From an optimization exercise on the open Yosys and OpenROAD flow, aimed at small area, a short achievable clock period and few clock cycles; shortcuts taken in it are not production practice.
RTL that was checked went through simulation tests only; none was proved equivalent to the original.
Power figures rest on the tool's default switching activity, not on a simulated workload.

Design top, start of the top module:
module top(clk, rst, start, x, y, z, mem_rdata, mem_addr, mem_wdata, mem_wen, done);
export LEC_CHECK = 0
export CAP_MARGIN = 20
export CORE_MARGIN = 2
export CORE_UTILIZATION = 40
export CTS_CLUSTER_DIAMETER = 80
export CTS_CLUSTER_SIZE = 30
export SLEW_MARGIN = 20
export SYNTH_HIERARCHICAL = 1
create_clock -name core_clock -period 10.0 [get_ports {clk}]
run.sh (not shown) runs the stock make flow with config.mk's settings and CLKGATE_MAP_FILE= SYNTH_SCRIPT=/design/flow/synth_recipe.tcl, a recipe that flattens the netlist after the stock synthesis.
The starting point finished with timing, DRC and antenna clean.
Testbench counts at the start, summed over its fixed seeds: cycles 6,744.
Rerun with:
--- a/flow/design.v
+++ b/flow/design.v
@@ -5206,36 +5206,34 @@
   r2995 <= c2960;
   r3002 <= s2965;
   r3003 <= s2936;
   r3004 <= c2966;
   r3005 <= s2967;
   r3006 <= c2968;
   r3007 <= s2998;
   r3008 <= c2999;
   r3009 <= s3000;
   r3010 <= c3001;
 end
-reg [3:1] vp;     
-reg [7:0] rq;
-always @(posedge clk) rq <= res;
+reg [2:1] vp;     
 reg [7:0] fq [0:3];
 reg [1:0] wp, rp;
 reg [2:0] cnt;
 wire wr_next = running && !lastw && !ld_next && !fl_next && (cnt != 3'd0);
 always @(posedge clk) begin
-  if (vp[3]) fq[wp] <= rq;
+  if (vp[2]) fq[wp] <= res;
 end
-wire push = vp[3];
+wire push = vp[2];
 always @(posedge clk) begin
   if (rst) begin
-    running <= 1'b0; done <= 1'b0; mem_wen <= 1'b0; vp <= {3{1'b0}};
+    running <= 1'b0; done <= 1'b0; mem_wen <= 1'b0; vp <= {2{1'b0}};
     wp <= 2'd0; rp <= 2'd0; cnt <= 3'd0; lastw <= 1'b0; go <= 1'b0;
   end else begin
     go <= idle && start;
     vp <= {vp, win_v};
     if (go) running <= 1'b1;
     if (running) mem_wen <= wr_next;
     if (wr_next && wcnt == 8'd168) lastw <= 1'b1;
     if (running && lastw) begin
       running <= 1'b0; done <= 1'b1;
     end
     cnt <= cnt + {2'd0, push} - {2'd0, wr_next};
@@ -5250,17 +5248,15 @@
     if (s_end) begin s <= 5'd0; rho <= rho + 5'd1; end
     else s <= s + 5'd1;
   end
   if (go) wcnt <= 8'd0;
   else if (wr_next) wcnt <= wcnt + 8'd1;
   if (go || ld_next) iaddr <= iaddr + 9'd4;
   else if (idle) iaddr <= x;
   if (idle) faddr <= y;
   else if (fl_next) faddr <= faddr + 9'd4;
   if (idle) waddr <= z;
   else if (wr_next) waddr <= waddr + 9'd1;
-  if (go || ld_next) mem_addr <= iaddr;
-  else if (fl_next) mem_addr <= faddr;
-  else if (wr_next) mem_addr <= waddr;
-  if (wr_next) mem_wdata <= fq[rp];
+  mem_addr <= (go || ld_next) ? iaddr : (fl_next ? faddr : waddr);
+  mem_wdata <= fq[rp];
 end
 endmodule
Effect:
- final cell count falls by 0.38%
- flip-flop and latch count falls by 9
- non-clock buffer count falls by 6
- routed wire length rises by 2.3%
- fmax rises by about 0.36%
- worst setup slack is better by 0.013 ns
Testbench counts after the change, summed over its fixed seeds: cycles 6,720.


job 101:
Another version of the RTL of top (not shown whole).
For scale: ~81 I/O pins, about 0.054 mm2 of cells after synthesis.
export LEC_CHECK = 0
export CAP_MARGIN = 20
export CORE_MARGIN = 2
export CORE_UTILIZATION = 40
export CTS_CLUSTER_DIAMETER = 70
export CTS_CLUSTER_SIZE = 30
export SLEW_MARGIN = 20
export SYNTH_HIERARCHICAL = 1
create_clock -name core_clock -period 10.0 [get_ports {clk}]
standard.sh (not shown) runs the stock make flow with config.mk's settings and CLKGATE_MAP_FILE= SYNTH_SCRIPT=/design/flow/synth_recipe.tcl, a recipe that flattens the netlist after the stock synthesis.
==> flow/flow/run.sh <==
#!/bin/bash
set -euo pipefail
export BUFFER_PORTS_ARGS="-buffer_cell sky130_fd_sc_hd__buf_4"
bash standard.sh > standard.log 2>&1
diff inputs: job 101 => job 102
--- a/flow/design.v
+++ b/flow/design.v
@@ -5488,46 +5488,45 @@
   r3224 <= s3185;
   r3225 <= s3150;
   r3226 <= c3186;
   r3227 <= s3222;
   r3228 <= c3223;
 end
 reg [2:1] vp;     
 reg [7:0] fq [0:3];
-reg [1:0] wp, rp;
 reg [2:0] cnt;
 wire wr_next = running && !lastw && !ld_next && !fl_next && (cnt != 3'd0);
 always @(posedge clk) begin
-  if (vp[2]) fq[wp] <= res;
+  if (vp[2]) begin
+    fq[0] <= res; fq[1] <= fq[0]; fq[2] <= fq[1]; fq[3] <= fq[2];
+  end
 end
 wire push = vp[2];
 always @(posedge clk) begin
   if (rst) begin
     running <= 1'b0; done <= 1'b0; mem_wen <= 1'b0; vp <= {2{1'b0}};
-    wp <= 2'd0; rp <= 2'd0; cnt <= 3'd0; lastw <= 1'b0;
+    cnt <= 3'd0; lastw <= 1'b0;
   end else begin
     vp <= {vp, win_v};
     if (st) running <= 1'b1;
     if (running) mem_wen <= wr_next;
     if (wr_next && wcnt == 8'd168) lastw <= 1'b1;
     if (running && lastw) begin
       running <= 1'b0; done <= 1'b1;
     end
     cnt <= cnt + {2'd0, push} - {2'd0, wr_next};
-    if (push) wp <= wp + 2'd1;
-    if (wr_next) rp <= rp + 2'd1;
   end
 end
 always @(posedge clk) begin
   fill <= st || rfill; fc <= st ? 4'd0 : rfc; s <= ns; rho <= nrho;
   if (st) wcnt <= 8'd0;
   else if (wr_next) wcnt <= wcnt + 8'd1;
   if (ld_next) iaddr <= iaddr + 9'd4;
   else if (idle) iaddr <= x;
   if (idle) faddr <= y;
   else if (fl_next) faddr <= faddr + 9'd4;
   if (idle) waddr <= z;
   else if (wr_next) waddr <= waddr + 9'd1;
   mem_addr <= st ? x : (ld_next ? iaddr + 9'd4 : (fl_next ? faddr : waddr));
-  mem_wdata <= fq[rp];
+  mem_wdata <= fq[cnt[1:0] - 2'd1];
 end
 endmodule
==> run notes <==
Taking job 101 as the reference, in job 102 clock power moved down; sequential cell count went down 4; number of cell instances on the worst register-to-register path went down by 2. Per the comparison of job 102 with job 101, post-layout worst setup margin went down by 19 ps; layout cell share with drive strength beyond 1 went down by 0.18 points; via count went down by 1.3%; number of logic stages on the critical path including buffering went down by 2.
Testbench counts of job 102, summed over its fixed seeds: cycles 5,808.
Only the layout flow was run in job 101; the RTL was not checked for function there.


main:
Another version of the RTL of top (not shown whole).
Size in the first run: ~4,000 cells after synthesis, ~81 I/O pins.
export LEC_CHECK = 0
export CAP_MARGIN = 20
export CORE_MARGIN = 2
export CORE_UTILIZATION = 40
export CTS_CLUSTER_DIAMETER = 70
export CTS_CLUSTER_SIZE = 30
export SLEW_MARGIN = 20
export SYNTH_HIERARCHICAL = 1
create_clock -name core_clock -period 10.0 [get_ports {clk}]
Scripts as last shown in full above: flow/flow/run.sh
main: all stages complete, timing, DRC and antenna checks passed
### main -> the feature branch
--- a/flow/design.v
+++ b/flow/design.v
@@ -51,37 +51,38 @@
 reg [8:0] iaddr, faddr, waddr;
 reg [7:0] wcnt;      
 reg lastw;
 wire idle = !running && !lastw;
 wire st = idle && start;    
 wire s_end = (s == 5'd16);
 wire fill_end = (fc == 4'd13);
-wire nfill = st || (fill && !fill_end);
-wire [3:0] nfc = st ? 4'd0 : fc + 4'd1;
+wire rfill = fill && !fill_end;
+wire [3:0] rfc = fc + 4'd1;
 wire [4:0] ns = (fill || s_end) ? 5'd0 : s + 5'd1;
 wire [4:0] nrho = fill ? 5'd3 : (s_end ? rho + 5'd1 : rho);
-wire act = st || running;
-reg fast, ld_now, ld_next, fl_next;
+reg fast, fast1, fast2, ld_now, ld_next, fl_next;
 reg [3:0] fle;       
 always @(posedge clk) begin
   if (rst) begin
-    fast <= 1'b0; ld_now <= 1'b0; ld_next <= 1'b0; fl_next <= 1'b0; fle <= 4'd0;
+    fast <= 1'b0; fast1 <= 1'b0; fast2 <= 1'b0; ld_now <= 1'b0; ld_next <= 1'b0; fl_next <= 1'b0; fle <= 4'd0;
   end else begin
-    fast    <= act && nfill && nfc != 4'd4 && nfc != 4'd9;
-    ld_now  <= act && !nfill && nrho <= 5'd15 &&
+    fast    <= st || (running && rfill && rfc != 4'd4 && rfc != 4'd9);
+    fast1   <= running && rfill && rfc != 4'd4 && rfc != 4'd9 && rfc >= 4'd5;
+    fast2   <= running && rfill && rfc != 4'd9 && rfc >= 4'd10;
+    ld_now  <= running && !rfill && nrho <= 5'd15 &&
                (ns == 5'd0 || ns == 5'd4 || ns == 5'd8 || ns == 5'd12);
-    ld_next <= act && (nfill ? (nfc != 4'd3 && nfc != 4'd8) :
+    ld_next <= st || (running && (rfill ? (rfc != 4'd3 && rfc != 4'd8) :
                ((ns == 5'd16 && nrho <= 5'd14) ||
-                ((ns == 5'd3 || ns == 5'd7 || ns == 5'd11) && nrho <= 5'd15)));
-    fl_next <= act && (nfill ? (nfc == 4'd3 || nfc == 4'd8) :
+                ((ns == 5'd3 || ns == 5'd7 || ns == 5'd11) && nrho <= 5'd15))));
+    fl_next <= running && (rfill ? (rfc == 4'd3 || rfc == 4'd8) :
                (nrho == 5'd3 && (ns == 5'd0 || ns == 5'd1)));
-    fle[0]  <= act && nfill && nfc == 4'd4;
-    fle[1]  <= act && nfill && nfc == 4'd9;
-    fle[2]  <= act && !nfill && nrho == 5'd3 && ns == 5'd1;
-    fle[3]  <= act && !nfill && nrho == 5'd3 && ns == 5'd2;
+    fle[0]  <= running && rfill && rfc == 4'd4;
+    fle[1]  <= running && rfill && rfc == 4'd9;
+    fle[2]  <= running && !rfill && nrho == 5'd3 && ns == 5'd1;
+    fle[3]  <= running && !rfill && nrho == 5'd3 && ns == 5'd2;
   end
 end
 wire win_v = running && !fill &&
              (((s >= 5'd5) && rho >= 5'd3 && rho <= 5'd15) ||
               ((s == 5'd0) && rho >= 5'd4 && rho <= 5'd16));
 reg [31:0] P;
 reg [7:0] C [0:54];
@@ -89,19 +90,21 @@
 always @(posedge clk) begin
   P <= ld_now ? mem_rdata : {P[23:0], 8'h00};
   if (fast) begin
     C[0] <= mem_rdata[7:0];
     C[1] <= mem_rdata[15:8];
     C[2] <= mem_rdata[23:16];
     C[3] <= mem_rdata[31:24];
-    for (n = 4; n < 51; n = n + 1) C[n] <= C[n-4];
+    for (n = 4; n < 17; n = n + 1) C[n] <= C[n-4];
   end else begin
     C[0] <= P[31:24];
-    for (n = 1; n < 51; n = n + 1) C[n] <= C[n-1];
+    for (n = 1; n < 17; n = n + 1) C[n] <= C[n-1];
   end
+  for (n = 17; n < 34; n = n + 1) C[n] <= fast1 ? C[n-4] : C[n-1];
+  for (n = 34; n < 51; n = n + 1) C[n] <= fast2 ? C[n-4] : C[n-1];
   for (n = 51; n < 55; n = n + 1) C[n] <= C[n-1];
 end
 reg [31:0] F [0:3];
 always @(posedge clk) begin
   if (fle[0]) F[0] <= mem_rdata;
   if (fle[1]) F[1] <= mem_rdata;
   if (fle[2]) F[2] <= mem_rdata;
@@ -5499,15 +5502,15 @@
     end
     cnt <= cnt + {2'd0, push} - {2'd0, wr_next};
     if (push) wp <= wp + 2'd1;
     if (wr_next) rp <= rp + 2'd1;
   end
 end
 always @(posedge clk) begin
-  fill <= nfill; fc <= nfc; s <= ns; rho <= nrho;
+  fill <= st || rfill; fc <= st ? 4'd0 : rfc; s <= ns; rho <= nrho;
   if (st) wcnt <= 8'd0;
   else if (wr_next) wcnt <= wcnt + 8'd1;
   if (ld_next) iaddr <= iaddr + 9'd4;
   else if (idle) iaddr <= x;
   if (idle) faddr <= y;
   else if (fl_next) faddr <= faddr + 9'd4;
   if (idle) waddr <= z;
## What came out
- The feature branch closes out successfully: all stages finished, all timing, DRC and antenna checks passed.
- The feature branch: required time of the worst setup path 80 ps below main
- ~same share of cells above drive strength 1 in the feature branch and main
- Compared with main, the feature branch shows a lower number of cells traversed by the worst register-to-register path.
- Initial standard-cell utilization of the core of the feature branch is on par with main.
- Per the comparison of the feature branch with main, setup slack of the most critical reg-to-reg path rose by 20 ps, portion of total power attributed to the clock network rose by 0.7 points, routed wire length stayed essentially flat, final hold slack stayed essentially flat.
- | global-route usage | main vs the feature branch | ≈ equal |
- Re netlist area before placement: the feature branch is about 0.33% up on main.
- Delta (the feature branch minus main): core utilization saw an increase; height of the die saw little to no change; final cell count saw an increase; width of the chip saw little to no change.
Testbench counts of the feature branch, summed over its fixed seeds: cycles 5,808.
No functional check of the RTL was part of main.

port drivers added, routing unchanged:
How much do the figures lean on ideal ports? The routed layouts below were timed once more, with nothing changed but the port constraints.
Step 1 (the two cells are an assumption about what drives the block):
set clk [get_ports {clk}]
set_driving_cell -lib_cell sky130_fd_sc_hd__clkbuf_16 $clk
set_driving_cell -lib_cell sky130_fd_sc_hd__buf_2 [delete_from_list [all_inputs] $clk]
Step 2, shift: input delay + t, output delay - t, t = (earliest + latest rising clock arrival at the registers) / 2. This alone moves slack from input paths to output paths.
Three values: no drivers, after step 1, after step 2; two values: the first two.
| run | t (ns) | setup slack, ns | worst setup path after step 2 | clock arrival spread, ns | pins driven straight from the clock port |
|---|---|---|---|---|---|
| the first run of note 1 | 0.731 | 6.397 / 6.323 / 6.457 | register to register | 0.055 / 0.054 | 1 |
| the second run of note 1 | 0.732 | 6.409 / 6.358 / 6.409 | register to register | 0.042 / 0.043 | 1 |
| job 101 | 0.750 | 6.642 / 6.642 / 6.642 | register to register | 0.048 / 0.048 | 1 |
| job 102 | 0.796 | 6.623 / 6.623 / 6.623 | register to register | 0.070 / 0.070 | 1 |
| main | 0.756 | 6.580 / 6.580 / 6.580 | register to register | 0.064 / 0.063 | 1 |
| the feature branch | 0.748 | 6.604 / 6.604 / 6.558 | input to register | 0.057 / 0.057 | 1 |
After both steps setup and hold are still met in every run listed. The setup slack of the feature branch, which loses most, moves by 0.000 ns with the drivers and by -0.046 ns with both steps.
